Context: an optimization exercise on an open-source flow, tuned for small area, a short achievable clock period and few clock cycles per item. The choices shown serve that exercise and are no tape-out recipe. Only simulation tests tie the RTL to the original design; equivalence was not proved.

try-nickel:
Design ntt_top, start of the top module:
module ntt_top (
  input  wire        clk, rst, start,
  input  wire [15:0] din0, din1, din2, din3, din4, din5, din6, din7, din8, din9, din10, din11, din12, din13, din14, din15,
  output wire [15:0] dout0, dout1, dout2, dout3, dout4, dout5, dout6, dout7, dout8, dout9, dout10, dout11, dout12, dout13, dout14, dout15,
  output wire        done
);
  wire [4:0] x0 = din0[4:0];
  wire [4:0] x1 = din1[4:0];
  wire [4:0] x2 = din2[4:0];
  wire [4:0] x3 = din3[4:0];
  wire [4:0] x4 = din4[4:0];
  wire [4:0] x5 = din5[4:0];
  wire [4:0] x6 = din6[4:0];
  wire [4:0] x7 = din7[4:0];
  wire [4:0] x8 = din8[4:0];
  wire [4:0] x9 = din9[4:0];
  wire [4:0] x10 = din10[4:0];
  wire [4:0] x11 = din11[4:0];
  wire [4:0] x12 = din12[4:0];
  wire [4:0] x13 = din13[4:0];
  wire [4:0] x14 = din14[4:0];
  wire [4:0] x15 = din15[4:0];
  wire s1, c2;
  ntt_fa u_s1 (.a(x0[0]), .b(~x0[4]), .c(x8[0]), .s(s1), .co(c2));
  wire s3, c4;
  ntt_fa u_s3 (.a(x0[1]), .b(x8[1]), .c(c2), .s(s3), .co(c4));
  wire s5, c6;
  ntt_fa u_s5 (.a(x0[2]), .b(x8[2]), .c(c4), .s(s5), .co(c6));
  wire s7, c8;
  ntt_fa u_s7 (.a(x0[3]), .b(x8[3]), .c(c6), .s(s7), .co(c8));
  wire s9, c10;
  ntt_fa u_s9 (.a(x8[4]), .b(~s1), .c(c8), .s(s9), .co(c10));
  wire s11, c12;
  ntt_fa u_s11 (.a(x0[0]), .b(~x0[4]), .c(x8[4]), .s(s11), .co(c12));
  wire s13, c14;
  ntt_fa u_s13 (.a(x0[1]), .b(~x8[1]), .c(c12), .s(s13), .co(c14));
  wire s15, c16;
  ntt_fa u_s15 (.a(x0[2]), .b(~x8[2]), .c(c14), .s(s15), .co(c16));
  wire s17, c18;
  ntt_fa u_s17 (.a(x0[3]), .b(~x8[3]), .c(c16), .s(s17), .co(c18));
  wire s19, c20;
  ntt_fa u_s19 (.a(x8[0]), .b(~s11), .c(c18), .s(s19), .co(c20));
  wire s21, c22;
  ntt_fa u_s21 (.a(x4[0]), .b(~x4[4]), .c(x12[0]), .s(s21), .co(c22));
  wire s23, c24;
  ntt_fa u_s23 (.a(x4[1]), .b(x12[1]), .c(c22), .s(s23), .co(c24));
  wire s25, c26;
  ntt_fa u_s25 (.a(x4[2]), .b(x12[2]), .c(c24), .s(s25), .co(c26));
  wire s27, c28;
  ntt_fa u_s27 (.a(x4[3]), .b(x12[3]), .c(c26), .s(s27), .co(c28));
  wire s29, c30;
  ntt_fa u_s29 (.a(x12[4]), .b(~s21), .c(c28), .s(s29), .co(c30));
  wire s31, c32;
  ...
Size in the first run: roughly 1300 cells after synthesis, ~80 flip-flops.
clock: 22.0 ns
lec_check: 0
cap_margin: 20
core_margin: 2
core_utilization: 30
cts_buf_list: sky130_fd_sc_hd__clkbuf_8
setup_slack_margin: 2.0
slew_margin: 20
synth_hierarchical: 1
synth_minimum_keep_size: 0
standard.sh (not shown) runs the stock make flow with config.mk's settings and CLKGATE_MAP_FILE= SYNTH_SCRIPT=/design/flow/synth_recipe.tcl, a recipe that flattens the netlist after the stock synthesis.
==> flow/flow/run.sh <==
#!/bin/bash
# The standard layout (standard.sh: the standard flow's synthesis and ORFS flow), with two
# placement options changed:
#  - port buffers are sky130_fd_sc_hd__buf_1 instead of the default pick;
#  - the constant-0 outputs share tie cells instead of one tie cell per port.
set -euo pipefail
bash standard.sh \
  "BUFFER_PORTS_ARGS=-buffer_cell sky130_fd_sc_hd__buf_1" \
  SKIP_REPAIR_TIE_FANOUT=1 \
  finish > standard_flow.log 2>&1
try-nickel closes out successfully: all stages finished, all timing, DRC and antenna checks passed.
Testbench counts of try-nickel, summed over its fixed seeds: cycles 2,400, items 2,400.
The following lists how try-delta was set up differently from try-nickel:
- an added PLACE_DENSITY of 0.8
Findings:
try-delta ran to completion and came out clean on the timing, design-rule and antenna checks.
[compare] base=try-nickel new=try-delta: routability-driven placement congestion ratio now sits higher, share of the cycle needed by the critical path after routing now sits higher.
try-delta has vias per cell above what try-nickel had.
Compared try-nickel against try-delta; number of clock buffer instances in the layout within noise.
[inputs] try-zinc vs try-delta
- a change of CORE_UTILIZATION from 30 to 50
### Flow results
In the metrics for try-zinc and try-delta, the one carrying the lower wire length is try-zinc.
Count of cells resized by post-cts repair came out exactly the same in try-zinc and try-delta.
As far as maximum level of the CTS H-tree goes, try-zinc and try-delta are indistinguishable; the numbers are identical.
try-zinc — worst setup timing slack at the placement stage 60 ps higher, try-delta as reference
Setup changes, try-zinc to try-yarrow
- swapping 50 for 30 in CORE_UTILIZATION
- clearing PLACE_DENSITY, which used to be 0.8
- clearing CTS_BUF_LIST, which used to be sky130_fd_sc_hd__clkbuf_8
For try-zinc, the startpoint of the worst setup timing path was din3[0], unlike try-yarrow, where it was din7[0].
Changes observed in try-yarrow relative to try-zinc: clock tree buffer count of the final layout shows a reduction of 1, number of antenna violations at the first check in global routing shows an increase of 1.
In try-yarrow, the area of placed instances came out about 2.5% above the value in try-zinc.
Remaining max-slew budget at the tightest pin ended up 7.9 points higher on try-yarrow than on try-zinc.
try-yarrow against try-zinc: register-to-register slack level; number of cells in the design after placement moved up.
Looking at try-zinc and try-yarrow, the share of final layout cell area taken by non-clock buffers is a wash.
Going from try-zinc to try-yarrow, upper clock frequency limit increased 0.32 MHz; transition time of the tightest slew-check pin -120 ps.

Another version of the RTL of ntt_top (not shown whole).
Size in the first run: roughly 1300 cells after synthesis, about 80 flip-flops.
Settings: LEC_CHECK=0, CAP_MARGIN=20, CORE_MARGIN=2, CORE_UTILIZATION=30, SETUP_SLACK_MARGIN=2.0, SLEW_MARGIN=20, SYNTH_HIERARCHICAL=1, SYNTH_MINIMUM_KEEP_SIZE=0; clock period 22.0 ns.
Scripts as last shown in full above: flow/flow/run.sh
Testbench counts at the start, summed over its fixed seeds: cycles 2,400, items 2,400.
==> next run, changes <==
CTS_BUF_LIST = sky130_fd_sc_hd__clkbuf_8   (was unset)
The new run passed the timing, design-rule and antenna checks.
First-iteration DRC count came out lower slightly.
Design area came out lower slightly.
Hold slack is better by 5.5 ps.
Setup slack is worse by 5.3 ps.

==> port drivers added, routing unchanged <==
The flow's constraints put no driver on any port. The routed layouts listed below were extracted and timed again, unchanged, in two steps. Step 1 (the two cells are an assumption about what drives the block):
set clk [get_ports {clk}]
set_driving_cell -lib_cell sky130_fd_sc_hd__clkbuf_16 $clk
set_driving_cell -lib_cell sky130_fd_sc_hd__buf_2 [delete_from_list [all_inputs] $clk]
Step 2, shift: input delay + t, output delay - t, t = (earliest + latest rising clock arrival at the registers) / 2. This alone moves slack from input paths to output paths. Slacks: ideal ports / drivers / drivers and shift; pairs: ideal ports / drivers.
run	t (ns)	setup WS [ns]	latest minus earliest clock arrival (ns)
try-nickel	0.431	4.074 / 4.052 / 4.052	0.028 / 0.028
try-delta	0.427	3.972 / 3.951 / 3.951	0.018 / 0.018
try-zinc	0.430	3.960 / 3.939 / 3.939	0.017 / 0.018
try-yarrow	0.404	4.064 / 4.041 / 4.041	0.016 / 0.017
the first run of note 2	0.399	3.375 / 3.355 / 3.355	0.013 / 0.013
the second run of note 2	0.429	3.370 / 3.350 / 3.350	0.022 / 0.022
After both steps setup and hold are still met in every run listed. The setup slack of try-yarrow, which loses most, moves by -0.023 ns with the drivers and by -0.023 ns with both steps.
